Context: an optimization exercise on an open-source flow, tuned for small area, a short achievable clock period and few clock cycles per item. The choices shown serve that exercise and are no tape-out recipe. RTL that was checked went through simulation tests only; none was proved equivalent to the original. Only the layout flow was run in run 1; the RTL was not checked for function there. Power figures rest on the tool's default switching activity, not on a simulated workload.

$ cat flow/flow/run.sh
#!/bin/bash
set -o pipefail
export SETUP_SLACK_MARGIN=${FLOW_MARGIN:-29}
bash standard.sh > standard.log 2>&1
$ cat flow/standard.sh
#!/bin/bash
# synth_recipe.tcl (not shown) runs the flow's synth.tcl, then flattens the netlist and writes it again
# the make line also repeats each setting of config.mk as NAME=value (left out here)
make -C /OpenROAD-flow-scripts/flow DESIGN_CONFIG=/design/flow/config.mk WORK_HOME=/design/flow/orfs CLKGATE_MAP_FILE= SYNTH_SCRIPT=/design/flow/synth_recipe.tcl "${@:-finish}"
$ cat flow/config.mk
export PLATFORM = sky130hd
export DESIGN_NAME = lc4_processor
export DESIGN_NICKNAME = lc4_processor
export VERILOG_FILES = /design/flow/design.v
export SDC_FILE = /design/flow/constraint.sdc
export NUM_CORES = 4
export LEC_CHECK = 0
export CAP_MARGIN = 20
export CORE_MARGIN = 2
export CORE_UTILIZATION = 40
export SLEW_MARGIN = 20
$ cat flow/design.v
`timescale 1ns / 1ps
`default_nettype none
`timescale 1ns / 1ps
`default_nettype none
module lc4_wdecode(input  wire [15:0] insn,
                   output wire        regfile_we,
                   output wire [2:0]  wsel,
                   output wire        nzp_we,
                   output wire        is_load,
                   output wire        is_store);
   wire [3:0] op = insn[15:12];
   wire       to_r7 = (op == 4'b0100) | (op == 4'b1111);      
   assign regfile_we = (op == 4'b0001) | (op == 4'b0101) | (op == 4'b0110) | (op == 4'b1001) |
                       (op == 4'b1010) | (op == 4'b1101) | to_r7;
   assign wsel   = to_r7 ? 3'd7 : insn[11:9];
   assign nzp_we = regfile_we | (op == 4'b0010);
   assign is_load  = (op == 4'b0110);
   assign is_store = (op == 4'b0111);
endmodule
module lc4_rdecode(input  wire [15:0] insn,
                   output wire [2:0]  r1sel,
                   output wire        r1re,
                   output wire [2:0]  r2sel,
                   output wire        r2re);
   wire [3:0] op = insn[15:12];
   wire is_arith = (op == 4'b0001);
   wire is_cmp   = (op == 4'b0010);
   wire is_jsrr  = (op == 4'b0100) & ~insn[11];
   wire is_logic = (op == 4'b0101);
   wire is_ldr   = (op == 4'b0110);
   wire is_str   = (op == 4'b0111);
   wire is_rti   = (op == 4'b1000);
   wire is_shift = (op == 4'b1010);
   wire is_jmpr  = (op == 4'b1100) & ~insn[11];
   wire is_hic   = (op == 4'b1101);
   assign r1sel = (is_cmp | is_hic) ? insn[11:9] : is_rti ? 3'd7 : insn[8:6];
   assign r2sel = is_str ? insn[11:9] : insn[2:0];
   assign r1re  = is_arith | is_cmp | is_jsrr | is_logic | is_ldr | is_str | is_rti |
                  is_shift | is_jmpr | is_hic;
   assign r2re  = (is_arith & ~insn[5]) | (is_cmp & ~insn[8]) | (is_logic & ~insn[5]) |
                  is_str | (is_shift & (insn[5:4] == 2'b11));
endmodule
`timescale 1ns / 1ps
`default_nettype none
module lc4_div_steps #(parameter K = 4)
   (input  wire [15:0]  r_in,
    input  wire [K-1:0] a_bits,
    input  wire [15:0]  b,
    output wire [15:0]  r_out,
    output wire [K-1:0] q_bits);
   wire [15:0] r [0:K];
   assign r[0] = r_in;
   genvar j;
   generate
      for (j = 0; j < K; j = j + 1) begin : step
         wire [16:0] sh = {r[j], a_bits[K-1-j]};
         wire [17:0] df = {1'b0, sh} - {2'b00, b};
         assign q_bits[K-1-j] = ~df[17];
         assign r[j+1] = df[17] ? sh[15:0] : df[15:0];
      end
   endgenerate
   assign r_out = r[K];
endmodule
`timescale 1ns / 1ps
`default_nettype none
module lc4_alu(input  wire [15:0] i_insn,
               input  wire [15:0] i_pc1,       
               input  wire [15:0] i_a,         
               input  wire [15:0] i_b,         
               output reg  [15:0] o_result);
   wire [3:0] op  = i_insn[15:12];
   wire [2:0] sub = i_insn[5:3];
   wire is_cmp   = (op == 4'b0010);
   wire cmp_sgn  = ~i_insn[7];
   wire [15:0] cmp_imm = {{9{i_insn[6] & cmp_sgn}}, i_insn[6:0]};
   wire [15:0] cmp_b   = i_insn[8] ? cmp_imm : i_b;
   wire do_sub = is_cmp | ((op == 4'b0001) & (sub == 3'b010));
   reg  [15:0] addb;
   always @(*) begin
      if (is_cmp)                   addb = cmp_b;
      else if (op == 4'b0001)       addb = i_insn[5] ? {{11{i_insn[4]}}, i_insn[4:0]} : i_b;
      else                          addb = {{10{i_insn[5]}}, i_insn[5:0]};
   end
   wire ea = is_cmp & cmp_sgn & i_a[15];
   wire eb = is_cmp & cmp_sgn & addb[15];
   wire [16:0] bx  = {eb, addb} ^ {17{do_sub}};
   wire [16:0] sum = {ea, i_a} + bx + {16'd0, do_sub};
   wire lt = sum[16];
   wire eq = (i_a == cmp_b);
   wire [15:0] cmp_res = lt ? 16'hFFFF : {15'd0, ~eq};
   wire left = (i_insn[5:4] == 2'b00);
   wire [15:0] a_rev, s_rev;
   genvar g;
   generate
      for (g = 0; g < 16; g = g + 1) begin : rev
         assign a_rev[g] = i_a[15-g];
      end
   endgenerate
   wire [15:0] s_in  = left ? a_rev : i_a;
   wire        fill  = (i_insn[5:4] == 2'b01) & i_a[15];
   wire [31:0] s_ext = {{16{fill}}, s_in} >> i_insn[3:0];
   wire [15:0] s_out = s_ext[15:0];
   generate
      for (g = 0; g < 16; g = g + 1) begin : rev2
         assign s_rev[g] = s_out[15-g];
      end
   endgenerate
   wire [15:0] shf = left ? s_rev : s_out;
   always @(*) begin
      case (op)
         4'b0001: o_result = sum[15:0];      
         4'b0010: o_result = cmp_res;
         4'b0101: o_result = i_insn[5] ? (i_a & {{11{i_insn[4]}}, i_insn[4:0]}) :
                             (sub[1:0] == 2'b00) ? (i_a & i_b) :
                             (sub[1:0] == 2'b01) ? ~i_a :
                             (sub[1:0] == 2'b10) ? (i_a | i_b) : (i_a ^ i_b);
         4'b0110, 4'b0111: o_result = sum[15:0];
         4'b1001: o_result = {{7{i_insn[8]}}, i_insn[8:0]};
         4'b1010: o_result = shf;
         4'b1101: o_result = {i_insn[7:0], i_a[7:0]};
         default: o_result = i_pc1;         
      endcase
   end
endmodule
module lc4_mul_csa(input wire [15:0] a, input wire [15:0] b,
                   output wire [15:0] x, output wire [15:0] y);
   wire [15:0] pp0 = a[15:0] & {16{b[0]}};
   wire [14:0] pp1 = a[14:0] & {15{b[1]}};
   wire [13:0] pp2 = a[13:0] & {14{b[2]}};
   wire [12:0] pp3 = a[12:0] & {13{b[3]}};
   wire [11:0] pp4 = a[11:0] & {12{b[4]}};
   wire [10:0] pp5 = a[10:0] & {11{b[5]}};
   wire [9:0] pp6 = a[9:0] & {10{b[6]}};
   wire [8:0] pp7 = a[8:0] & {9{b[7]}};
   wire [7:0] pp8 = a[7:0] & {8{b[8]}};
   wire [6:0] pp9 = a[6:0] & {7{b[9]}};
   wire [5:0] pp10 = a[5:0] & {6{b[10]}};
   wire [4:0] pp11 = a[4:0] & {5{b[11]}};
   wire [3:0] pp12 = a[3:0] & {4{b[12]}};
   wire [2:0] pp13 = a[2:0] & {3{b[13]}};
   wire [1:0] pp14 = a[1:0] & {2{b[14]}};
   wire [0:0] pp15 = a[0:0] & {1{b[15]}};
   wire t1;
   wire t2;
   wire t3;
   wire t4;
   wire t5;
   wire t6;
   wire t7;
   wire t8;
   wire t9;
   wire t10;
   wire t11;
   wire t12;
   wire t13;
   wire t14;
   wire t15;
   wire t16;
   wire t17;
   wire t18;
   wire t19;
   wire t20;
   wire t21;
   wire t22;
   wire t23;
   wire t24;
   wire t25;
   wire t26;
   wire t27;
   wire t28;
   wire t29;
   wire t30;
   wire t31;
   wire t32;
   wire t33;
   wire t34;
   wire t35;
   wire t36;
   wire t37;
   wire t38;
   wire t39;
   wire t40;
   wire t41;
   wire t42;
   wire t43;
   wire t44;
   wire t45;
   wire t46;
   wire t47;
   wire t48;
   wire t49;
   wire t50;
   wire t51;
   wire t52;
   wire t53;
   wire t54;
   wire t55;
   wire t56;
   wire t57;
   wire t58;
   wire t59;
   wire t60;
   wire t61;
   wire t62;
   wire t63;
   wire t64;
   wire t65;
   wire t66;
   wire t67;
   wire t68;
   wire t69;
   wire t70;
   wire t71;
   wire t72;
   wire t73;
   wire t74;
   wire t75;
   wire t76;
   wire t77;
   wire t78;
   wire t79;
   wire t80;
   wire t81;
   wire t82;
   wire t83;
   wire t84;
   wire t85;
   wire t86;
   wire t87;
   wire t88;
   wire t89;
   wire t90;
   wire t91;
   wire t92;
   wire t93;
   wire t94;
   wire t95;
   wire t96;
   wire t97;
   wire t98;
   wire t99;
   wire t100;
   wire t101;
   wire t102;
   wire t103;
   wire t104;
   wire t105;
   wire t106;
   wire t107;
   wire t108;
   wire t109;
   wire t110;
   wire t111;
   wire t112;
   wire t113;
   wire t114;
   wire t115;
   wire t116;
   wire t117;
   wire t118;
   wire t119;
   wire t120;
   wire t121;
   wire t122;
   wire t123;
   wire t124;
   wire t125;
   wire t126;
   wire t127;
   wire t128;
   wire t129;
   wire t130;
   wire t131;
   wire t132;
   wire t133;
   wire t134;
   wire t135;
   wire t136;
   wire t137;
   wire t138;
   wire t139;
   wire t140;
   wire t141;
   wire t142;
   wire t143;
   wire t144;
   wire t145;
   wire t146;
   wire t147;
   wire t148;
   wire t149;
   wire t150;
   wire t151;
   wire t152;
   wire t153;
   wire t154;
   wire t155;
   wire t156;
   wire t157;
   wire t158;
   wire t159;
   wire t160;
   wire t161;
   wire t162;
   wire t163;
   wire t164;
   wire t165;
   wire t166;
   wire t167;
   wire t168;
   wire t169;
   wire t170;
   wire t171;
   wire t172;
   wire t173;
   wire t174;
   wire t175;
   wire t176;
   wire t177;
   wire t178;
   wire t179;
   wire t180;
   wire t181;
   wire t182;
   wire t183;
   wire t184;
   wire t185;
   wire t186;
   wire t187;
   wire t188;
   wire t189;
   wire t190;
   wire t191;
   wire t192;
   wire t193;
   wire t194;
   wire t195;
   wire t196;
   wire t197;
   wire t198;
   wire t199;
   wire t200;
   wire t201;
   wire t202;
   assign t1 = pp0[2] ^ pp1[1] ^ pp2[0];
   assign t2 = (pp0[2] & pp1[1]) | (pp0[2] & pp2[0]) | (pp1[1] & pp2[0]);
   assign t3 = pp0[3] ^ pp1[2] ^ pp2[1];
   assign t4 = (pp0[3] & pp1[2]) | (pp0[3] & pp2[1]) | (pp1[2] & pp2[1]);
   assign t5 = pp0[4] ^ pp1[3] ^ pp2[2];
   assign t6 = (pp0[4] & pp1[3]) | (pp0[4] & pp2[2]) | (pp1[3] & pp2[2]);
   assign t7 = pp3[1] ^ pp4[0];
   assign t8 = pp3[1] & pp4[0];
   assign t9 = pp0[5] ^ pp1[4] ^ pp2[3];
   assign t10 = (pp0[5] & pp1[4]) | (pp0[5] & pp2[3]) | (pp1[4] & pp2[3]);
   assign t11 = pp3[2] ^ pp4[1] ^ pp5[0];
   assign t12 = (pp3[2] & pp4[1]) | (pp3[2] & pp5[0]) | (pp4[1] & pp5[0]);
   assign t13 = pp0[6] ^ pp1[5] ^ pp2[4];
   assign t14 = (pp0[6] & pp1[5]) | (pp0[6] & pp2[4]) | (pp1[5] & pp2[4]);
   assign t15 = pp3[3] ^ pp4[2] ^ pp5[1];
   assign t16 = (pp3[3] & pp4[2]) | (pp3[3] & pp5[1]) | (pp4[2] & pp5[1]);
   assign t17 = pp0[7] ^ pp1[6] ^ pp2[5];
   assign t18 = (pp0[7] & pp1[6]) | (pp0[7] & pp2[5]) | (pp1[6] & pp2[5]);
   assign t19 = pp3[4] ^ pp4[3] ^ pp5[2];
   assign t20 = (pp3[4] & pp4[3]) | (pp3[4] & pp5[2]) | (pp4[3] & pp5[2]);
   assign t21 = pp6[1] ^ pp7[0];
   assign t22 = pp6[1] & pp7[0];
   assign t23 = pp0[8] ^ pp1[7] ^ pp2[6];
   assign t24 = (pp0[8] & pp1[7]) | (pp0[8] & pp2[6]) | (pp1[7] & pp2[6]);
   assign t25 = pp3[5] ^ pp4[4] ^ pp5[3];
   assign t26 = (pp3[5] & pp4[4]) | (pp3[5] & pp5[3]) | (pp4[4] & pp5[3]);
   assign t27 = pp6[2] ^ pp7[1] ^ pp8[0];
   assign t28 = (pp6[2] & pp7[1]) | (pp6[2] & pp8[0]) | (pp7[1] & pp8[0]);
   assign t29 = pp0[9] ^ pp1[8] ^ pp2[7];
   assign t30 = (pp0[9] & pp1[8]) | (pp0[9] & pp2[7]) | (pp1[8] & pp2[7]);
   assign t31 = pp3[6] ^ pp4[5] ^ pp5[4];
   assign t32 = (pp3[6] & pp4[5]) | (pp3[6] & pp5[4]) | (pp4[5] & pp5[4]);
   assign t33 = pp6[3] ^ pp7[2] ^ pp8[1];
   assign t34 = (pp6[3] & pp7[2]) | (pp6[3] & pp8[1]) | (pp7[2] & pp8[1]);
   assign t35 = pp0[10] ^ pp1[9] ^ pp2[8];
   assign t36 = (pp0[10] & pp1[9]) | (pp0[10] & pp2[8]) | (pp1[9] & pp2[8]);
   assign t37 = pp3[7] ^ pp4[6] ^ pp5[5];
   assign t38 = (pp3[7] & pp4[6]) | (pp3[7] & pp5[5]) | (pp4[6] & pp5[5]);
   assign t39 = pp6[4] ^ pp7[3] ^ pp8[2];
   assign t40 = (pp6[4] & pp7[3]) | (pp6[4] & pp8[2]) | (pp7[3] & pp8[2]);
   assign t41 = pp9[1] ^ pp10[0];
   assign t42 = pp9[1] & pp10[0];
   assign t43 = pp0[11] ^ pp1[10] ^ pp2[9];
   assign t44 = (pp0[11] & pp1[10]) | (pp0[11] & pp2[9]) | (pp1[10] & pp2[9]);
   assign t45 = pp3[8] ^ pp4[7] ^ pp5[6];
   assign t46 = (pp3[8] & pp4[7]) | (pp3[8] & pp5[6]) | (pp4[7] & pp5[6]);
   assign t47 = pp6[5] ^ pp7[4] ^ pp8[3];
   assign t48 = (pp6[5] & pp7[4]) | (pp6[5] & pp8[3]) | (pp7[4] & pp8[3]);
   assign t49 = pp9[2] ^ pp10[1] ^ pp11[0];
   assign t50 = (pp9[2] & pp10[1]) | (pp9[2] & pp11[0]) | (pp10[1] & pp11[0]);
   assign t51 = pp0[12] ^ pp1[11] ^ pp2[10];
   assign t52 = (pp0[12] & pp1[11]) | (pp0[12] & pp2[10]) | (pp1[11] & pp2[10]);
   assign t53 = pp3[9] ^ pp4[8] ^ pp5[7];
   assign t54 = (pp3[9] & pp4[8]) | (pp3[9] & pp5[7]) | (pp4[8] & pp5[7]);
   assign t55 = pp6[6] ^ pp7[5] ^ pp8[4];
   assign t56 = (pp6[6] & pp7[5]) | (pp6[6] & pp8[4]) | (pp7[5] & pp8[4]);
   assign t57 = pp9[3] ^ pp10[2] ^ pp11[1];
   assign t58 = (pp9[3] & pp10[2]) | (pp9[3] & pp11[1]) | (pp10[2] & pp11[1]);
   assign t59 = pp0[13] ^ pp1[12] ^ pp2[11];
   assign t60 = (pp0[13] & pp1[12]) | (pp0[13] & pp2[11]) | (pp1[12] & pp2[11]);
   assign t61 = pp3[10] ^ pp4[9] ^ pp5[8];
   assign t62 = (pp3[10] & pp4[9]) | (pp3[10] & pp5[8]) | (pp4[9] & pp5[8]);
   assign t63 = pp6[7] ^ pp7[6] ^ pp8[5];
   assign t64 = (pp6[7] & pp7[6]) | (pp6[7] & pp8[5]) | (pp7[6] & pp8[5]);
   assign t65 = pp9[4] ^ pp10[3] ^ pp11[2];
   assign t66 = (pp9[4] & pp10[3]) | (pp9[4] & pp11[2]) | (pp10[3] & pp11[2]);
   assign t67 = pp12[1] ^ pp13[0];
   assign t68 = pp12[1] & pp13[0];
   assign t69 = pp0[14] ^ pp1[13] ^ pp2[12];
   assign t70 = (pp0[14] & pp1[13]) | (pp0[14] & pp2[12]) | (pp1[13] & pp2[12]);
   assign t71 = pp3[11] ^ pp4[10] ^ pp5[9];
   assign t72 = (pp3[11] & pp4[10]) | (pp3[11] & pp5[9]) | (pp4[10] & pp5[9]);
   assign t73 = pp6[8] ^ pp7[7] ^ pp8[6];
   assign t74 = (pp6[8] & pp7[7]) | (pp6[8] & pp8[6]) | (pp7[7] & pp8[6]);
   assign t75 = pp9[5] ^ pp10[4] ^ pp11[3];
   assign t76 = (pp9[5] & pp10[4]) | (pp9[5] & pp11[3]) | (pp10[4] & pp11[3]);
   assign t77 = pp12[2] ^ pp13[1] ^ pp14[0];
   assign t78 = (pp12[2] & pp13[1]) | (pp12[2] & pp14[0]) | (pp13[1] & pp14[0]);
   assign t79 = pp0[15] ^ pp1[14] ^ pp2[13];
   assign t80 = pp3[12] ^ pp4[11] ^ pp5[10];
   assign t81 = pp6[9] ^ pp7[8] ^ pp8[7];
   assign t82 = pp9[6] ^ pp10[5] ^ pp11[4];
   assign t83 = pp12[3] ^ pp13[2] ^ pp14[1];
   assign t84 = t2 ^ t3 ^ pp3[0];
   assign t85 = (t2 & t3) | (t2 & pp3[0]) | (t3 & pp3[0]);
   assign t86 = t4 ^ t5 ^ t7;
   assign t87 = (t4 & t5) | (t4 & t7) | (t5 & t7);
   assign t88 = t6 ^ t8 ^ t9;
   assign t89 = (t6 & t8) | (t6 & t9) | (t8 & t9);
   assign t90 = t10 ^ t12 ^ t13;
   assign t91 = (t10 & t12) | (t10 & t13) | (t12 & t13);
   assign t92 = t15 ^ pp6[0];
   assign t93 = t15 & pp6[0];
   assign t94 = t14 ^ t16 ^ t17;
   assign t95 = (t14 & t16) | (t14 & t17) | (t16 & t17);
   assign t96 = t19 ^ t21;
   assign t97 = t19 & t21;
   assign t98 = t18 ^ t20 ^ t22;
   assign t99 = (t18 & t20) | (t18 & t22) | (t20 & t22);
   assign t100 = t23 ^ t25 ^ t27;
   assign t101 = (t23 & t25) | (t23 & t27) | (t25 & t27);
   assign t102 = t24 ^ t26 ^ t28;
   assign t103 = (t24 & t26) | (t24 & t28) | (t26 & t28);
   assign t104 = t29 ^ t31 ^ t33;
   assign t105 = (t29 & t31) | (t29 & t33) | (t31 & t33);
   assign t106 = t30 ^ t32 ^ t34;
   assign t107 = (t30 & t32) | (t30 & t34) | (t32 & t34);
   assign t108 = t35 ^ t37 ^ t39;
   assign t109 = (t35 & t37) | (t35 & t39) | (t37 & t39);
   assign t110 = t36 ^ t38 ^ t40;
   assign t111 = (t36 & t38) | (t36 & t40) | (t38 & t40);
   assign t112 = t42 ^ t43 ^ t45;
   assign t113 = (t42 & t43) | (t42 & t45) | (t43 & t45);
   assign t114 = t47 ^ t49;
   assign t115 = t47 & t49;
   assign t116 = t44 ^ t46 ^ t48;
   assign t117 = (t44 & t46) | (t44 & t48) | (t46 & t48);
   assign t118 = t50 ^ t51 ^ t53;
   assign t119 = (t50 & t51) | (t50 & t53) | (t51 & t53);
   assign t120 = t55 ^ t57 ^ pp12[0];
   assign t121 = (t55 & t57) | (t55 & pp12[0]) | (t57 & pp12[0]);
   assign t122 = t52 ^ t54 ^ t56;
   assign t123 = (t52 & t54) | (t52 & t56) | (t54 & t56);
   assign t124 = t58 ^ t59 ^ t61;
   assign t125 = (t58 & t59) | (t58 & t61) | (t59 & t61);
   assign t126 = t63 ^ t65 ^ t67;
   assign t127 = (t63 & t65) | (t63 & t67) | (t65 & t67);
   assign t128 = t60 ^ t62 ^ t64;
   assign t129 = (t60 & t62) | (t60 & t64) | (t62 & t64);
   assign t130 = t66 ^ t68 ^ t69;
   assign t131 = (t66 & t68) | (t66 & t69) | (t68 & t69);
   assign t132 = t71 ^ t73 ^ t75;
   assign t133 = (t71 & t73) | (t71 & t75) | (t73 & t75);
   assign t134 = t70 ^ t72 ^ t74;
   assign t135 = t76 ^ t78 ^ t79;
   assign t136 = t80 ^ t81 ^ t82;
   assign t137 = t87 ^ t88 ^ t11;
   assign t138 = (t87 & t88) | (t87 & t11) | (t88 & t11);
   assign t139 = t89 ^ t90 ^ t92;
   assign t140 = (t89 & t90) | (t89 & t92) | (t90 & t92);
   assign t141 = t91 ^ t93 ^ t94;
   assign t142 = (t91 & t93) | (t91 & t94) | (t93 & t94);
   assign t143 = t95 ^ t97 ^ t98;
   assign t144 = (t95 & t97) | (t95 & t98) | (t97 & t98);
   assign t145 = t99 ^ t101 ^ t102;
   assign t146 = (t99 & t101) | (t99 & t102) | (t101 & t102);
   assign t147 = t104 ^ pp9[0];
   assign t148 = t104 & pp9[0];
   assign t149 = t103 ^ t105 ^ t106;
   assign t150 = (t103 & t105) | (t103 & t106) | (t105 & t106);
   assign t151 = t108 ^ t41;
   assign t152 = t108 & t41;
   assign t153 = t107 ^ t109 ^ t110;
   assign t154 = (t107 & t109) | (t107 & t110) | (t109 & t110);
   assign t155 = t112 ^ t114;
   assign t156 = t112 & t114;
   assign t157 = t111 ^ t113 ^ t115;
   assign t158 = (t111 & t113) | (t111 & t115) | (t113 & t115);
   assign t159 = t116 ^ t118 ^ t120;
   assign t160 = (t116 & t118) | (t116 & t120) | (t118 & t120);
   assign t161 = t117 ^ t119 ^ t121;
   assign t162 = (t117 & t119) | (t117 & t121) | (t119 & t121);
   assign t163 = t122 ^ t124 ^ t126;
   assign t164 = (t122 & t124) | (t122 & t126) | (t124 & t126);
   assign t165 = t123 ^ t125 ^ t127;
   assign t166 = (t123 & t125) | (t123 & t127) | (t125 & t127);
   assign t167 = t128 ^ t130 ^ t132;
   assign t168 = (t128 & t130) | (t128 & t132) | (t130 & t132);
   assign t169 = t129 ^ t131 ^ t133;
   assign t170 = t134 ^ t135 ^ t136;
   assign t171 = t140 ^ t141 ^ t96;
   assign t172 = (t140 & t141) | (t140 & t96) | (t141 & t96);
   assign t173 = t142 ^ t143 ^ t100;
   assign t174 = (t142 & t143) | (t142 & t100) | (t143 & t100);
   assign t175 = t144 ^ t145 ^ t147;
   assign t176 = (t144 & t145) | (t144 & t147) | (t145 & t147);
   assign t177 = t146 ^ t148 ^ t149;
   assign t178 = (t146 & t148) | (t146 & t149) | (t148 & t149);
   assign t179 = t150 ^ t152 ^ t153;
   assign t180 = (t150 & t152) | (t150 & t153) | (t152 & t153);
   assign t181 = t154 ^ t156 ^ t157;
   assign t182 = (t154 & t156) | (t154 & t157) | (t156 & t157);
   assign t183 = t158 ^ t160 ^ t161;
   assign t184 = (t158 & t160) | (t158 & t161) | (t160 & t161);
   assign t185 = t162 ^ t164 ^ t165;
   assign t186 = (t162 & t164) | (t162 & t165) | (t164 & t165);
   assign t187 = t167 ^ t77;
   assign t188 = t167 & t77;
   assign t189 = t166 ^ t168 ^ t169;
   assign t190 = t170 ^ t83 ^ pp15[0];
   assign t191 = t176 ^ t177 ^ t151;
   assign t192 = (t176 & t177) | (t176 & t151) | (t177 & t151);
   assign t193 = t178 ^ t179 ^ t155;
   assign t194 = (t178 & t179) | (t178 & t155) | (t179 & t155);
   assign t195 = t180 ^ t181 ^ t159;
   assign t196 = (t180 & t181) | (t180 & t159) | (t181 & t159);
   assign t197 = t182 ^ t183 ^ t163;
   assign t198 = (t182 & t183) | (t182 & t163) | (t183 & t163);
   assign t199 = t184 ^ t185 ^ t187;
   assign t200 = (t184 & t185) | (t184 & t187) | (t185 & t187);
   assign t201 = t186 ^ t188 ^ t189;
   assign t202 = t200 ^ t201 ^ t190;
   assign x = {t202, t198, t196, t194, t192, t191, t174, t172, t171, t138, t137, t85, t84, t1, pp0[1], pp0[0]};
   assign y = {1'b0, t199, t197, t195, t193, 1'b0, t175, t173, 1'b0, t139, 1'b0, t86, 1'b0, 1'b0, pp1[0], 1'b0};
endmodule
`timescale 1ns / 1ps
`default_nettype none
module lc4_regfile(input  wire        clk,
                   input  wire        gwe,
                   input  wire        rst,
                   input  wire [2:0]  i_rs,
                   output wire [15:0] o_rs_data,
                   input  wire [2:0]  i_rt,
                   output wire [15:0] o_rt_data,
                   input  wire [2:0]  i_rd,
                   input  wire [15:0] i_wdata,
                   input  wire        i_rd_we);
   reg [15:0] r [0:7];
   integer i;
   always @(posedge clk) begin
      if (gwe) begin
         for (i = 0; i < 8; i = i + 1) begin
            if (rst) r[i] <= 16'h0000;
            else if (i_rd_we && i_rd == i) r[i] <= i_wdata;
         end
      end
   end
   assign o_rs_data = r[i_rs];
   assign o_rt_data = r[i_rt];
endmodule
`timescale 1ns / 1ps
`default_nettype none
module lc4_processor
(input  wire        clk,
 input  wire        rst,
 input  wire        gwe,
 output wire [15:0] o_cur_pc,
 input  wire [15:0] i_cur_insn,
 output wire [15:0] o_dmem_addr,
 input  wire [15:0] i_cur_dmem_data,
 output wire        o_dmem_we,
 output wire [15:0] o_dmem_towrite,
 output wire [1:0]  test_stall,
 output wire [15:0] test_cur_pc,
 output wire [15:0] test_cur_insn,
 output wire        test_regfile_we,
 output wire [2:0]  test_regfile_wsel,
 output wire [15:0] test_regfile_data,
 output wire        test_nzp_we,
 output wire [2:0]  test_nzp_new_bits,
 output wire        test_dmem_we,
 output wire [15:0] test_dmem_addr,
 output wire [15:0] test_dmem_data,
 input  wire [7:0]  switch_data,
 output wire [15:0] seven_segment_data,
 output wire [7:0]  led_data);
   reg  [15:0] pc_f;
   reg         x_v;
   reg  [15:0] x_pc1;                  
   reg         x_pred;                 
   reg  [15:0] x_ir;
   reg  [2:0]  x_r1sel, x_r2sel;
   reg         x_r1re, x_r2re;
   reg         hit_a, hit_b;           
   reg         m_v;
   reg  [15:0] m_ir, m_pc, m_res, m_sd;
   reg         m_stw;                  
   reg         m_late;                 
   reg         m_mul, m_dfast;
   reg         m_alo;
   reg  [1:0]  m_qhi;
   reg         w_v;
   reg  [15:0] w_ir, w_pc, w_data, w_addr;
   reg         w_we, w_nzp_we, w_st, w_mem;
   reg  [2:0]  w_wsel, w_nzp;
   reg  [2:0]  nzp;
   reg  [3:0]  d_cnt;
   wire [2:0] f_r1sel, f_r2sel;
   wire       f_r1re, f_r2re;
   lc4_rdecode fdec (.insn(i_cur_insn), .r1sel(f_r1sel), .r1re(f_r1re),
                     .r2sel(f_r2sel), .r2re(f_r2re));
   wire [3:0]  f_op   = i_cur_insn[15:12];
   wire        f_trap = (f_op == 4'b1111);
   wire        f_jsr  = (f_op == 4'b0100) & i_cur_insn[11];
   wire        f_jmp  = (f_op == 4'b1100) & i_cur_insn[11];
   wire        f_brb  = (f_op == 4'b0000) & i_cur_insn[8] & (i_cur_insn[11:9] != 3'b000);
   wire [15:0] f_rel  = f_jmp ? {{5{i_cur_insn[10]}}, i_cur_insn[10:0]} : {{7{i_cur_insn[8]}}, i_cur_insn[8:0]};
   wire [15:0] f_pc1  = pc_f + 16'd1;
   wire [15:0] f_rtgt = f_pc1 + f_rel;
   wire        f_er   = f_trap | f_jsr | f_jmp | f_brb;
   wire [15:0] f_tgt  = f_trap ? {8'h80, i_cur_insn[7:0]} :
                        f_jsr  ? {pc_f[15], i_cur_insn[10:0], 4'b0000} : f_rtgt;
   wire [3:0] op = x_ir[15:12];
   wire is_br    = (op == 4'b0000);
   wire is_jsr   = (op == 4'b0100) &  x_ir[11];
   wire is_jsrr  = (op == 4'b0100) & ~x_ir[11];
   wire is_rti   = (op == 4'b1000);
   wire is_jmpr  = (op == 4'b1100) & ~x_ir[11];
   wire is_jmp   = (op == 4'b1100) &  x_ir[11];
   wire is_trap  = (op == 4'b1111);
   wire is_mul   = (op == 4'b0001) & (x_ir[5:3] == 3'b001);
   wire is_div   = (op == 4'b0001) & (x_ir[5:3] == 3'b011);
   wire is_mod   = (op == 4'b1010) & (x_ir[5:4] == 2'b11);
   wire is_dm    = is_div | is_mod;
   wire is_xctl  = is_jsrr | is_rti | is_jmpr;            
   wire x_we, x_nzp_we, x_ld, x_st;
   wire [2:0] x_wsel;
   lc4_wdecode xdec (.insn(x_ir), .regfile_we(x_we), .wsel(x_wsel), .nzp_we(x_nzp_we),
                     .is_load(x_ld), .is_store(x_st));
   wire        m_we, m_nzp_we, m_ld, m_st;
   wire [2:0]  m_wsel;
   lc4_wdecode mdec (.insn(m_ir), .regfile_we(m_we), .wsel(m_wsel), .nzp_we(m_nzp_we),
                     .is_load(m_ld), .is_store(m_st));
   wire [15:0] mdv_r;
   wire        mdv_q;
   lc4_div_steps #(1) mdv (.r_in(m_res), .a_bits(m_alo), .b(m_sd), .r_out(mdv_r), .q_bits(mdv_q));
   wire [15:0] m_div = (m_sd == 16'd0) ? 16'd0 :
                       (m_ir[15:12] == 4'b0001) ? {13'd0, m_qhi, mdv_q} : mdv_r;
   wire [15:0] m_alu = m_dfast ? m_div : m_mul ? m_res + m_sd : m_res;
   wire [15:0] m_val = m_ld ? i_cur_dmem_data : m_alu;
   wire        wb_en = m_v & m_we;
   wire [15:0] rf_a, rf_b;
   lc4_regfile rf (.clk(clk), .gwe(gwe), .rst(rst),
                   .i_rs(x_r1sel), .o_rs_data(rf_a), .i_rt(x_r2sel), .o_rt_data(rf_b),
                   .i_rd(m_wsel), .i_wdata(m_val), .i_rd_we(wb_en));
   wire [15:0] opa = hit_a ? m_res : rf_a;
   wire [15:0] opb = hit_b ? m_res : rf_b;
   wire ld_stall = m_late & ((x_r1re & hit_a) | (x_r2re & hit_b) | is_br);
   wire first  = (d_cnt == 4'd0);
   wire last   = (d_cnt == 4'd8);
   wire b_zero = (opb == 16'd0);
   wire fast   = (opa[15:3] < opb) | b_zero;
   reg  [1:0] abits;
   always @(*) begin
      case (d_cnt[2:0])
         3'd1:    abits = opa[15:14];
         3'd2:    abits = opa[13:12];
         3'd3:    abits = opa[11:10];
         3'd4:    abits = opa[9:8];
         3'd5:    abits = opa[7:6];
         3'd6:    abits = opa[5:4];
         3'd7:    abits = opa[3:2];
         default: abits = first ? opa[2:1] : opa[1:0];
      endcase
   end
   wire [15:0] xdv_r;
   wire [1:0]  xdv_q;
   lc4_div_steps #(2) xdv (.r_in(first ? {3'd0, opa[15:3]} : m_res), .a_bits(abits), .b(opb),
                           .r_out(xdv_r), .q_bits(xdv_q));
   wire dm_done  = first ? fast : last;
   wire dm_stall = is_dm & ~dm_done;
   wire [15:0] pc1 = x_pc1;
   wire [15:0] x_pc = x_pc1 - 16'd1;
   wire [15:0] alu_res, mul_x, mul_y;
   lc4_alu alu (.i_insn(x_ir), .i_pc1(pc1), .i_a(opa), .i_b(opb), .o_result(alu_res));
   lc4_mul_csa mul (.a(opa), .b(opb), .x(mul_x), .y(mul_y));
   wire [2:0] cur_nzp = (m_v & m_nzp_we) ? {m_res[15], m_res == 16'd0, ~m_res[15] & (m_res != 16'd0)} : nzp;
   wire br_taken = |(x_ir[11:9] & cur_nzp);
   wire [15:0] rel_tgt = pc1 + {{7{x_ir[8]}}, x_ir[8:0]};
   wire [15:0] target = is_br ? (x_pred ? pc1 : rel_tgt) : opa;    
   wire x_stall  = x_v & (ld_stall | dm_stall);
   wire x_go     = x_v & ~ld_stall & ~dm_stall;            
   wire redirect = x_go & (is_xctl | (is_br & (br_taken != x_pred)));
   wire x_dm_run = x_v & is_dm & ~ld_stall;                 
   always @(posedge clk) begin
      if (gwe) begin
         if (rst) begin
            pc_f  <= 16'h8200;
            x_v   <= 1'b0;
            m_v   <= 1'b0;
            m_stw <= 1'b0;
            w_v   <= 1'b0;
            nzp   <= 3'b000;
            d_cnt <= 4'd0;
            hit_a <= 1'b0;
            hit_b <= 1'b0;
         end else begin
            if (redirect) begin
               pc_f <= target;
               x_v  <= 1'b0;
            end else if (!x_stall) begin
               pc_f <= f_er ? f_tgt : f_pc1;
               x_v  <= 1'b1;
            end
            if (x_dm_run)
               d_cnt <= dm_done ? 4'd0 : d_cnt + 4'd1;
            hit_a <= x_go & x_we & (x_wsel == f_r1sel);
            hit_b <= x_go & x_we & (x_wsel == f_r2sel);
            m_v   <= x_go;
            m_stw <= x_go & x_st;
            w_v   <= m_v;
            if (m_v & m_nzp_we) nzp <= {m_val[15], m_val == 16'd0, ~m_val[15] & (m_val != 16'd0)};
         end
         if (!x_stall) begin
            x_ir    <= i_cur_insn;
            x_pc1   <= f_pc1;
            x_pred  <= f_brb;
            x_r1sel <= f_r1sel;
            x_r2sel <= f_r2sel;
            x_r1re  <= f_r1re;
            x_r2re  <= f_r2re;
         end
         m_ir    <= x_ir;
         m_pc    <= x_pc;
         m_mul   <= is_mul;
         m_dfast <= is_dm & first;
         m_late  <= x_go & (x_ld | is_mul | (is_dm & first));
         m_alo   <= opa[0];
         m_qhi   <= xdv_q;
         if (x_dm_run & ~first & ~dm_done) begin    
            m_res <= xdv_r;
            m_sd  <= {m_sd[13:0], xdv_q};
         end else if (x_dm_run & ~dm_done) begin    
            m_res <= 16'd0;
            m_sd  <= 16'd0;
         end else if (is_dm) begin                  
            m_res <= first ? xdv_r : is_div ? {m_sd[13:0], xdv_q} : xdv_r;
            m_sd  <= opb;
         end else if (is_mul) begin
            m_res <= mul_x;
            m_sd  <= mul_y;
         end else begin
            m_res <= alu_res;
            m_sd  <= opb;
         end
         w_ir     <= m_ir;
         w_pc     <= m_pc;
         w_data   <= m_st ? m_sd : m_val;
         w_addr   <= (m_ld | m_st) ? m_res : 16'd0;
         w_we     <= m_we;
         w_wsel   <= m_wsel;
         w_nzp_we <= m_nzp_we;
         w_st     <= m_st;
         w_mem    <= m_ld | m_st;
         w_nzp    <= {m_val[15], m_val == 16'd0, ~m_val[15] & (m_val != 16'd0)};
      end
   end
   assign o_cur_pc       = pc_f;
   assign o_dmem_addr    = m_res;
   assign o_dmem_we      = m_stw;
   assign o_dmem_towrite = m_sd;
   assign test_stall        = {~w_v, 1'b0};
   assign test_cur_pc       = w_pc;
   assign test_cur_insn     = w_ir;
   assign test_regfile_we   = w_we;
   assign test_regfile_wsel = w_wsel;
   assign test_regfile_data = w_data;
   assign test_nzp_we       = w_nzp_we;
   assign test_nzp_new_bits = w_nzp;
   assign test_dmem_we      = w_st;
   assign test_dmem_addr    = w_addr;
   assign test_dmem_data    = w_mem ? w_data : 16'd0;
   assign seven_segment_data = 16'h0000;
   assign led_data = 8'h00;
endmodule
$ cat flow/constraint.sdc
create_clock -name core_clock -period 38.0 [get_ports {clk}]
set_input_delay 7.6000 -clock core_clock [delete_from_list [all_inputs] [get_ports {clk}]]
set_output_delay 7.6000 -clock core_clock [all_outputs]
set_load 0.01 [all_outputs]
==> reports/qor.csv, run 1 <==
metric,value,unit
drt_wl_total,124000,um
critPathArrivalTime,10230,ps
cp-start-kind,input pin,
clockBufferDepth,3,
syn-instance-count,3296,
ys.flop_type,edfxtp_1,
hold_violations,0,
rows,101,
setup_ws,28100,ps
postSynthAreaPerCell,9.29,um^2
synth-edff-count,342,
yosys.area.top_type,edfxtp_1,
routedWlPerCell,27.4,um
final_antenna_net_count,0,
top_layer,met5,
synthesis.area,0.0306,mm^2
dp_hpwl,87100,um
grt_pass1_vias,27400,
grt_max_degree,81,
ys_async_sr_fraction,0,
dr.pass1.iters,8,
setup_viol,0,
die_w,281,um
cpPeakStageDelay,420,ps
path_class,input pin to register,
cts.sinks,342,
numCtsBuffers,42,
viasPerCell,6.34,
worst_slew_pin_slew,1030,ps
ys_seq_elements,342,
powerDensity,55.9,mW/mm^2
clk_pin_slew,60,ps
fp.dieH,281,um
synth_common_cells,"edfxtp_1 (342), nor2_1 (324), nand2_1 (289), inv_1 (211), a21oi_1 (180)",
fin_tns_setup,0,ps
yosys.cell_count.top_type,edfxtp_1,
cp.required,38330,ps
peakVddDrop,0.0400,mV
clock_skew,42.9,ps
drtIter0Drc,3635,
area_growth,18.7,%
dpl_worst_slack,26720,ps
remaining_drc_errors,0,
fill_cells,7176,
wl_met3,14200,um
cts.htree.levels,2,
ys_seq_area_frac,0.336,
fin_nets,3820,
portBuffers,173,
maxCapViolations,0,
antenna_found_initial,7,
core_area,0.0758,mm^2
start_util,0.404,
status,no timing/DRC/antenna violations,
crit_chain,buf_12 > nor2_4 > nand2_4 > nor2_4 > mux2_4 > buf_4 > ha_4 > nand2_1 > o41ai_4 > a31oi_1 > xor2_1 > inv_1 > o21ai_2 > a2111oi_4 > o21bai_1,
post-route-min-period,9900,ps
drive_gt1_frac,0.148,
rsz0062_at_grt,yes,
hp-class,register to register,
critPathMaxFanout,11,
cts-root-buf,clkbuf_16,
cp_num_buf_inv,3,
cp_common_cell,nor2_4,
wl_met2,55200,um
hold_buffers,0,
cts_tree,built,
vias,28700,
worstSetupEndpointType,register,
synth_warnings,6,
grt.overflow.total,0,
grt_usage,0.310,
synth_cell_types,109,
grt_pass1_wl,181000,um
max_slew_margin,0.310,
io_pins,207,
worstSkewPairLatency,600,ps
fin_crit_sh,0.261,
fmax,0.101,GHz
dieArea,0.0787,mm^2
critPathSlowestCell,o41ai_4,
synth_area_leaders,"edfxtp_1 (34%), ha_1 (7.2%), fa_1 (5.9%)",
place.gp.congestion,0.985,
drv_slew,0,
leakage,14.5,nW
wl_met1,48100,um
synth_top_area_frac,0.336,
path_delay_family,compound AO/OA/AOI/OAI gates,
-- what timing repair did --
item | 4_1_cts | 5_1_grt
setup endpoints to repair | 357 | 77
cloned | 1 | 0
buffers inserted | 64 | 19
pin swaps | 47 | 45
resized for setup | 361 | 87
endpoints found under the hold margin | 0 | 0
-- metrics by stage --
stage	instance area (um^2)	std cells	hold WS, ps	total power, mW	util
CTS	35800	4503	419	2.00	0.473
global route	36300	4522	426	2.14	0.479
detailed placement	33600	4360	405	1.55	0.443
finish	36300	4523	418	2.03	0.479
floorplan	30900	3320	400	1.19	-
global placement	33600	4360	404	1.54	0.443
-- kinds of logic (layout without fill, tap and decap cells) --
kind of cell / Yosys count / in the layout / share of synthesized area
compound gates: 914 / 914 / 0.211
xor+xnor: 147 / 147 / 0.0425
fa+ha+maj: 267 / 267 / 0.131
buf+inv: 441 / 665 / 0.0624
flops: 342 / 342 / 0.336
mux: 120 / 120 / 0.0510
other cells: 1 / 26 / 0.000123
simple gates: 1064 / 1064 / 0.166
-- worst paths after layout --
check | startpoint | end | slack (ps) | depth (start not counted)
max | i_cur_insn[13] | pc_f[15]$_SDFFCE_PP1P_ | 28100 | 15
max reg2reg | x_r1sel[0]$_DFFE_PP_ | m_res[14]$_DFFE_PP_ | 29220 | 30
min | m_pc[10]$_DFFE_PP_ | w_pc[10]$_DFFE_PP_ | 420 | 0
min reg2reg | m_pc[10]$_DFFE_PP_ | w_pc[10]$_DFFE_PP_ | 420 | 0
-- power by group --
group	leakage (nW)	internal [mW]	switching, mW	total [mW]
Sequential	3.35	0.463	0.0267	0.490
Clock	0.715	0.263	0.171	0.434
Combinational	10.5	0.435	0.671	1.11
Total	14.5	1.16	0.869	2.03
-- state kept, by name, summed over array words and instances, names as in the netlist, 2 cells and up --
register,cells
d_cnt,4
x_ir,16
x_r1sel,3
nzp,3
m_qhi,2
x_r2sel,3
m_ir,16
m_res,16
x_pc1,16
w_addr,16
w_ir,16
pc_f,16
w_wsel,3
w_data,16
w_nzp,3
m_pc,16
m_sd,16
w_pc,16
rf.r,128
-- placed cells by master (no fill, tap or decap), types with 16 or more instances in the layout --
master	instances
o21a_1	35
fa_1	89
a31oi_1	24
nand2b_1	42
a221o_1	28
xor2_1	49
a21o_1	34
nand4_1	18
o221ai_1	16
nor2_1	318
nand3_1	67
dlygate4sd2_1	113
o21ai_0	161
a221oi_1	36
o22ai_1	33
mux2_2	31
conb_1	25
mux4_2	25
ha_1	164
mux2i_1	57
and3_1	43
inv_1	209
a211oi_1	28
nor3_1	62
and2_1	26
nand2_1	286
buf_6	31
a21oi_1	170
xnor2_1	94
edfxtp_1	342
clkbuf_16	43
nor4_1	17
o31ai_1	26
o211ai_1	38
nor2b_1	37
or3_1	36
buf_4	156
-- area by class of cell --
cell class / count / area [um^2] / share of cell area
antenna: 1 / 2.50 / 0.0000689
sequential: 342 / 10300 / 0.283
clock inverter: 32 / 400 / 0.0110
inverter: 230 / 875 / 0.0241
multi-input combinational: 2537 / 19300 / 0.530
timing repair buffer: 357 / 3200 / 0.0882
clock buffer: 46 / 1090 / 0.0299
tap: 978 / 1220 / 0.0337
-- layer usage --
metal,up-vias,GRT usage
li1,12600,-
met1,13900,0.398
met2,1757,0.486
met3,384,0.0799
met4,12,0.144
met5,-,0
==> run 2: changes to the inputs <==
--- a/flow/design.v
+++ b/flow/design.v
@@ -601,6 +601,4 @@
    reg  [15:0] pc_f;
    reg         x_v;
-   reg  [15:0] x_pc1;                  
-   reg         x_pred;                 
    reg  [15:0] x_ir;
    reg  [2:0]  x_r1sel, x_r2sel;
@@ -624,15 +622,4 @@
    lc4_rdecode fdec (.insn(i_cur_insn), .r1sel(f_r1sel), .r1re(f_r1re),
                      .r2sel(f_r2sel), .r2re(f_r2re));
-   wire [3:0]  f_op   = i_cur_insn[15:12];
-   wire        f_trap = (f_op == 4'b1111);
-   wire        f_jsr  = (f_op == 4'b0100) & i_cur_insn[11];
-   wire        f_jmp  = (f_op == 4'b1100) & i_cur_insn[11];
-   wire        f_brb  = (f_op == 4'b0000) & i_cur_insn[8] & (i_cur_insn[11:9] != 3'b000);
-   wire [15:0] f_rel  = f_jmp ? {{5{i_cur_insn[10]}}, i_cur_insn[10:0]} : {{7{i_cur_insn[8]}}, i_cur_insn[8:0]};
-   wire [15:0] f_pc1  = pc_f + 16'd1;
-   wire [15:0] f_rtgt = f_pc1 + f_rel;
-   wire        f_er   = f_trap | f_jsr | f_jmp | f_brb;
-   wire [15:0] f_tgt  = f_trap ? {8'h80, i_cur_insn[7:0]} :
-                        f_jsr  ? {pc_f[15], i_cur_insn[10:0], 4'b0000} : f_rtgt;
    wire [3:0] op = x_ir[15:12];
    wire is_br    = (op == 4'b0000);
@@ -647,5 +634,5 @@
    wire is_mod   = (op == 4'b1010) & (x_ir[5:4] == 2'b11);
    wire is_dm    = is_div | is_mod;
-   wire is_xctl  = is_jsrr | is_rti | is_jmpr;            
+   wire is_ctl   = is_jsr | is_jsrr | is_rti | is_jmpr | is_jmp | is_trap;
    wire x_we, x_nzp_we, x_ld, x_st;
    wire [2:0] x_wsel;
@@ -694,6 +681,5 @@
    wire dm_done  = first ? fast : last;
    wire dm_stall = is_dm & ~dm_done;
-   wire [15:0] pc1 = x_pc1;
-   wire [15:0] x_pc = x_pc1 - 16'd1;
+   wire [15:0] pc1 = pc_f;
    wire [15:0] alu_res, mul_x, mul_y;
    lc4_alu alu (.i_insn(x_ir), .i_pc1(pc1), .i_a(opa), .i_b(opb), .o_result(alu_res));
@@ -701,9 +687,17 @@
    wire [2:0] cur_nzp = (m_v & m_nzp_we) ? {m_res[15], m_res == 16'd0, ~m_res[15] & (m_res != 16'd0)} : nzp;
    wire br_taken = |(x_ir[11:9] & cur_nzp);
-   wire [15:0] rel_tgt = pc1 + {{7{x_ir[8]}}, x_ir[8:0]};
-   wire [15:0] target = is_br ? (x_pred ? pc1 : rel_tgt) : opa;    
+   wire [15:0] rel = is_br ? {{7{x_ir[8]}}, x_ir[8:0]} : {{5{x_ir[10]}}, x_ir[10:0]};
+   wire [15:0] rel_tgt = pc1 + rel;
+   wire [15:0] x_pc = pc_f - 16'd1;
+   reg  [15:0] target;
+   always @(*) begin
+      if (is_br | is_jmp)  target = rel_tgt;
+      else if (is_jsr)     target = {x_pc[15], x_ir[10:0], 4'b0000};
+      else if (is_trap)    target = {8'h80, x_ir[7:0]};
+      else                 target = opa;                    
+   end
    wire x_stall  = x_v & (ld_stall | dm_stall);
    wire x_go     = x_v & ~ld_stall & ~dm_stall;            
-   wire redirect = x_go & (is_xctl | (is_br & (br_taken != x_pred)));
+   wire redirect = x_go & (is_ctl | (is_br & br_taken));
    wire x_dm_run = x_v & is_dm & ~ld_stall;                 
    always @(posedge clk) begin
@@ -724,5 +718,5 @@
                x_v  <= 1'b0;
             end else if (!x_stall) begin
-               pc_f <= f_er ? f_tgt : f_pc1;
+               pc_f <= pc_f + 16'd1;
                x_v  <= 1'b1;
             end
@@ -738,6 +732,4 @@
          if (!x_stall) begin
             x_ir    <= i_cur_insn;
-            x_pc1   <= f_pc1;
-            x_pred  <= f_brb;
             x_r1sel <= f_r1sel;
             x_r2sel <= f_r2sel;
==> flow/flow/run.sh (replaced) <==
#!/bin/bash
set -o pipefail
export SETUP_SLACK_MARGIN=${FLOW_MARGIN:-29.2}
export BUFFER_PORTS_ARGS="-buffer_cell sky130_fd_sc_hd__buf_2"
bash standard.sh > standard.log 2>&1
--- a/flow/config.mk
+++ b/flow/config.mk
@@ -8,4 +8,4 @@
 export CAP_MARGIN = 20
 export CORE_MARGIN = 2
-export CORE_UTILIZATION = 40
+export CORE_UTILIZATION = 55
 export SLEW_MARGIN = 20
==> run 2 against run 1 <==
Net effect: still clean; flip-flop and latch count shrank 17; sequential share of layout area grew 1.0 points; non-clock buffer count grew 1; core utilization grew 17 points; critical path depth shrank 12; register-to-register slack gained 240 ps; sequential power shrank 4.3%; cell area shrank 8.2%; synthesized area shrank 6.4%; power shrank 0.63%; worst hold slack lost 1.3 ps; combinational power grew 4%; largest power group unchanged; highest routed layer unchanged.
==> reports/qor.csv, run 2 <==
metric,value,unit
cp.depth,3,
fin_tns_setup,0,ps
r2r-start,x_r2sel[1]$_DFFE_PP_,
seq_area,0.00976,mm^2
fp.dieH,232,um
critPathSlowestCell,edfxtp_1,
ys_async_sr_fraction,0,
drv_slew,0,
layout_common_cells,"nor2_1 (336), edfxtp_1 (325), nand2_1 (269)",
fmax,0.111,GHz
worstSetupEndpointType,primary output,
grt_pass1_vias,26100,
p_sw_frac,0.436,
r2r-end,m_res[0]$_DFFE_PP_,
cpPeakStageDelay,420,ps
rsz0062_at_grt,yes,
numCtsBuffers,39,
powerDensity,60.5,mW/mm^2
layout_commonest_cell,nor2_1,
clk_pin_slew,50,ps
viasPerCell,6.93,
dp_hpwl,80800,um
drtIter0Drc,4095,
maxCapViolations,0,
routedWlPerCell,29.8,um
dieArea,0.0540,mm^2
vias,27800,
syn-instance-count,3088,
cts_tree,built,
hold_buffers,0,
net-switching-power,0.880,mW
rows,83,
fill_cells,4175,
path_delay_family,flip-flops,
p_int,1.14,mW
hp-class,register to register,
critPathArrivalTime,1420,ps
yosys.cell_count.top_type,nor2_1,
synth_area_leaders,"edfxtp_1 (34%), ha_1 (7.1%), fa_1 (6.2%)",
multi_input_area,0.0177,mm^2
clock_skew,29.3,ps
cp-start-kind,register,
status,no timing/DRC/antenna violations,
grt_max_degree,70,
synth-edff-count,325,
clockBufferDepth,3,
yosys.area.top_type,edfxtp_1,
cp.required,30400,ps
p_total,2.02,mW
hold_path_startpoint,m_pc[4]$_DFFE_PP_,
place_area,0.0305,mm^2
ys_seq_elements,325,
synthesis.area,0.0287,mm^2
cts-root-buf,clkbuf_16,
cp_num_buf_inv,2,
drt_wl_total,120000,um
cts.sinks,325,
largest_reg_flops,128,
comb_power_share,0.571,
synth_cell_types,99,
p_seq_frac,0.233,
postSynthAreaPerCell,9.28,um^2
setup_viol,0,
leakage,13.5,nW
die_w,232,um
max_slew_margin,0.330,
fin_crit_sh,0.237,
worst_slew_pin_slew,1000,ps
hold_violations,0,
synth_top_area_frac,0.340,
post-route-min-period,9020,ps
start_util,0.558,
rr_worst_depth,27,
area_growth,16.3,%
cp-startpoint,w_mem$_DFFE_PP_,
path_class,register to primary output,
grt.overflow.total,0,
portBuffers,173,
crit_path_end,test_dmem_data[7],
r2r_slack,29460,ps
synth_warnings,6,
peakVddDrop,0.0530,mV
place.gp.congestion,1.01,
io_pins,207,
worstSkewPairLatency,600,ps
synth_common_cells,"nor2_1 (341), edfxtp_1 (325), nand2_1 (271), inv_1 (191), o21ai_0 (179)",
regMostFlops,rf.r,
ys.flop_type,edfxtp_1,
core_area,0.0514,mm^2
pwr-share-clk,0.196,
drive_gt1_frac,0.184,
cts.htree.levels,2,
crit_chain,buf_6 > and2_4 > buf_6,
fin_nets,3599,
final_antenna_net_count,0,
remaining_drc_errors,0,
dr.pass1.iters,8,
critPathMaxFanout,8,
antenna_found_initial,10,
cp_common_cell,buf_6,
grt_usage,0.437,
design_area,0.0333,mm^2
grt_pass1_wl,173000,um
ys_seq_area_frac,0.340,
[run 2: cell count changes in the layout (fill, tap and decap cells not counted), moves of 17 or more]
cell	delta
edfxtp_1	-17
a221o_1	-23
a22oi_1	+17
buf_6	+17
buf_2	+124
nor2_1	+18
nand2_1	-17
dlygate4sd2_1	-113
inv_1	-23
[run 2: how the worst min path moves through the flow]
stage,to,cells after the start
final,w_pc[4]$_DFFE_PP_,0
after global routing,w_pc[4]$_DFFE_PP_,0
after floorplan,w_ir[0]$_DFFE_PP_,0
after global placement,w_pc[7]$_DFFE_PP_,0
after detailed placement,w_ir[4]$_DFFE_PP_,0
after CTS,w_ir[4]$_DFFE_PP_,0
[run 2: power groups by stage]
stage                     Clock, mW  Combinational (mW)  Sequential, mW
after floorplan                   0               0.721           0.480
after global placement            0                1.02           0.480
after detailed placement          0                1.04           0.481
after CTS                     0.397                1.09           0.467
after global routing          0.410                1.22           0.471
final                         0.395                1.15           0.469
[run 2: area by class of cell]
class	count	area share
multi-input combinational	2372	0.531
inverter	209	0.0241
tap	680	0.0255
clock inverter	27	0.0105
sequential	325	0.293
antenna	5	0.000375
clock buffer	43	0.0297
timing repair buffer	358	0.0856
[run 2: cell families (layout without fill, tap and decap cells)]
kind of cell,Yosys count,count (layout),synth area share
mux,144,144,0.0650
xor+xnor,141,141,0.0440
buf+inv,416,637,0.0623
fa+ha+maj,251,251,0.133
flops,325,325,0.340
simple gates,979,979,0.158
other cells,1,30,0.000131
compound gates,831,832,0.197
[run 2: stage by stage]
| step | utilization | setup WS, ps | hold slack, ps | cells |
|---|---|---|---|---|
| 6_report | 0.648 | 28980 | 416 | 4019 |
| 5_1_grt | 0.648 | 28960 | 423 | 4014 |
| 4_1_cts | 0.638 | 28990 | 418 | 3996 |
| 3_5_place_dp | 0.593 | 27590 | 405 | 3863 |
| 3_3_place_gp | 0.593 | 27650 | 401 | 3862 |
| 2_1_floorplan | - | 28770 | 400 | 3112 |
[run 2: worst register-to-register path, delay by kind of cell (launching register included)]
family,cells,cell delay (ps)
simple gates,2,770
flops,1,320
buf+inv,4,1350
mux,4,1300
compound gates,15,3830
fa+ha+maj,2,740
[run 2: metal layers]
layer / global-route usage / routed length, um / share of wire
met1: 0.568 / 43900 / 0.37
met2: 0.638 / 50700 / 0.42
met3: 0.138 / 16700 / 0.14
met4: 0.256 / 8520 / 0.071
met5: 0 / 72 / 0.00060
[run 2: what timing repair did]
item,4_1_cts,5_1_grt
buffers inserted,61,16
pin swaps,6,7
cloned,2,1
endpoints found under the setup margin,235,132
gates resized for setup,108,75
Testbench counts of run 2, summed over its fixed seeds: cycles 73,652, instructions 64,000.
==> run 3: changes to the inputs <==
==> flow/flow/run.sh (replaced) <==
#!/bin/bash
set -o pipefail
export SETUP_SLACK_MARGIN=${FLOW_MARGIN:-29}
bash standard.sh > standard.log 2>&1
--- a/flow/config.mk
+++ b/flow/config.mk
@@ -8,4 +8,4 @@
 export CAP_MARGIN = 20
 export CORE_MARGIN = 2
-export CORE_UTILIZATION = 55
+export CORE_UTILIZATION = 40
 export SLEW_MARGIN = 20
==> run 3 against run 2 <==
Net effect: wire length increased by 6.1%; cell count increased by 6.5%; core utilization decreased by 17 points; power decreased by 1.6%; non-clock buffer count decreased by 4; via count decreased by 1.3%; clock power decreased by 4%; combinational power about the same; critical path type unchanged; clock skew decreased by 14 ps; worst hold slack improved by 0.75 ps; critical endpoint is now test_dmem_data[11]; highest routed layer unchanged; sequential share of layout area decreased by 0.38 points.
==> reports/qor.csv, run 3 <==
metric,value,unit
worstSkewPairLatency,600,ps
clockBufferDepth,3,
fill_cells,6756,
cp-start-kind,register,
ys.flop_type,edfxtp_1,
layout_commonest_cell,nor2_1,
synth_area_leaders,"edfxtp_1 (34%), ha_1 (7.1%), fa_1 (6.2%)",
numCtsBuffers,39,
powerDensity,58.7,mW/mm^2
worstSetupEndpointType,primary output,
yosys.area_share.simple,0.158,
synth-compound-area-share,0.197,
vias,27500,
max_slew_margin,0.284,
dr.pass1.iters,9,
synth_common_cells,"nor2_1 (341), edfxtp_1 (325), nand2_1 (271), inv_1 (191), o21ai_0 (179)",
fin_tns_setup,0,ps
viasPerCell,6.42,
layout_common_cells,"nor2_1 (337), edfxtp_1 (325), nand2_1 (268)",
hold_violations,0,
dieArea,0.0738,mm^2
place.gp.congestion,1.04,
core_area,0.0712,mm^2
maxCapViolations,0,
grt.overflow.total,0,
whs,417,ps
fin_nets,3595,
path_class,register to primary output,
synth_top_family_by_area,compound AO/OA/AOI/OAI gates,
antenna_found_initial,9,
peakVddDrop,0.0732,mV
r2r-start,x_r2sel[0]$_DFFE_PP_,
synth-edff-count,325,
cp.required,30400,ps
r2r_slack,29320,ps
ys_seq_area_frac,0.340,
critPathSlowestCell,edfxtp_1,
synth_cell_types,99,
hold_buffers,0,
grt_usage,0.335,
rsz0062_at_grt,yes,
synth_mux_area_frac,0.0650,
dp_hpwl,87600,um
dpl_worst_slack,27390,ps
critPathArrivalTime,1550,ps
ys_async_sr_fraction,0,
io_pins,207,
drt_wl_total,127000,um
rows,98,
drtIter0Drc,3991,
cp-startpoint,w_mem$_DFFE_PP_,
grt_max_degree,68,
hp-class,register to register,
fin_crit_sh,0.241,
die_w,272,um
hold_path_startpoint,m_pc[2]$_DFFE_PP_,
remaining_drc_errors,0,
postSynthAreaPerCell,9.28,um^2
routedWlPerCell,29.7,um
synth_xor_area_frac,0.0440,
start_util,0.402,
status,no timing/DRC/antenna violations,
final_antenna_net_count,0,
setup_viol,0,
cp_num_buf_inv,2,
yosys.area.top_type,edfxtp_1,
syn-instance-count,3088,
post-route-min-period,9150,ps
portBuffers,173,
regMostFlops,rf.r,
largest_reg_flops,128,
cpPeakStageDelay,500,ps
yosys.cell_count.top_type,nor2_1,
cts-root-buf,clkbuf_16,
ys_seq_elements,325,
fmax,0.109,GHz
path_delay_family,flip-flops,
leakage,13.5,nW
worst_slew_pin_slew,1070,ps
synthesis.area,0.0287,mm^2
area_growth,17.8,%
drv_slew,0,
fp.dieH,272,um
synth-adder-area-share,0.133,
clk_pin_slew,60,ps
clock_skew,15.7,ps
synth_warnings,6,
grt_pass1_vias,26200,
critPathMaxFanout,6,
cts.htree.levels,2,
cts_tree,built,
drive_gt1_frac,0.138,
grt_pass1_wl,181000,um
synth_top_area_frac,0.340,
cts.sinks,325,
crit_chain,clkbuf_16 > and2_4 > buf_6,
setup_ws,28850,ps
final_util,0.474,
run 3: cell types whose count changed in the layout (fill, tap and decap cells not counted), moves of 4 or more:
cell / before / now
buf_2: 129 / 17
dlygate4sd2_1: 0 / 109
buf_6: 48 / 21
inv_1: 186 / 190
buf_8: 7 / 3
clkbuf_2: 0 / 4
clkdlybuf4s15_1: 0 / 6
clkdlybuf4s50_1: 0 / 19
run 3: worst paths after layout:
path                   endpoint  depth (start not counted)
max          test_dmem_data[11]                          3
min           w_pc[2]$_DFFE_PP_                          0
max reg2reg  m_res[0]$_DFFE_PP_                         27
min reg2reg   w_pc[2]$_DFFE_PP_                          0
run 3: power breakdown:
part,switching (mW),total (mW),internal [mW],leakage [nW]
sequential,0.0231,0.468,0.445,3.18
combinational,0.680,1.14,0.456,9.74
clock,0.168,0.380,0.212,0.613
run 3: through the flow:
step / cell area (um^2) / std cells / power, mW
floorplan: 28900 / 3112 / 1.20
global placement: 31700 / 4145 / 1.52
detailed placement: 31700 / 4145 / 1.54
CTS: 33600 / 4272 / 1.95
global route: 33800 / 4277 / 2.09
finish: 33800 / 4282 / 1.98
run 3: what timing repair did:
item | CTS | global route
buffers inserted | 59 | 3
setup endpoints to repair | 333 | 71
cloned | 2 | 1
pin swaps | 15 | 7
resized for setup | 279 | 110
run 3: cell type report:
type / count / area (um^2) / area share
inverters: 209 / 797 / 0.0236
flip-flops and latches: 325 / 9760 / 0.289
clock buffers: 41 / 983 / 0.0291
well taps: 950 / 1190 / 0.0352
diodes: 6 / 15.0 / 0.000445
multi-input cells: 2372 / 17600 / 0.521
repair buffers: 354 / 3160 / 0.0936
clock inverters: 25 / 275 / 0.00815
run 3: cells by family after synthesis:
| group | after synthesis |
|---|---|
| AND/OR/NAND/NOR | 979 |
| AO/OA/AOI/OAI | 831 |
| buffers and inverters | 416 |
| flip-flops | 325 |
| adder cells (fa/ha/maj) | 251 |
| multiplexers | 144 |
| XOR/XNOR | 141 |
| other | 1 |
run 3: layer usage:
| metal | track usage | wire (um) | vias up |
|---|---|---|---|
| li1 | - | - | 11800 |
| met3 | 0.103 | 15300 | 434 |
| met4 | 0.167 | 7840 | 14 |
| met5 | 0.00770 | 88 | - |
| met1 | 0.430 | 49100 | 13400 |
| met2 | 0.510 | 54800 | 1863 |

## what the ideal ports hide
The flow's constraints put no driver on any port. The routed layouts listed below were extracted and timed again, unchanged, in two steps. Step 1: set_driving_cell puts a clkbuf_16 on clk and a buf_2 on each other input, an assumption about the parent block. Step 2 times the ports against the registers' clock, not the clock port: input delays grow and output delays shrink by t, the midpoint of the rising clock arrivals with the driver on. Slacks: ideal / step 1 / step 2; pairs: ideal / step 1.
| run | t, ns | slack for setup (ns) | worst setup path at the end |
|---|---|---|---|
| run 1 | 0.643 | 28.098 / 28.119 / 27.476 | input to register |
| run 2 | 0.649 | 28.983 / 28.921 / 28.537 | input to register |
| run 3 | 0.653 | 28.852 / 28.789 / 28.361 | input to register |
After both steps setup and hold are still met in every run listed. The setup slack of run 1, which loses most, moves by +0.021 ns with the drivers and by -0.622 ns with both steps.
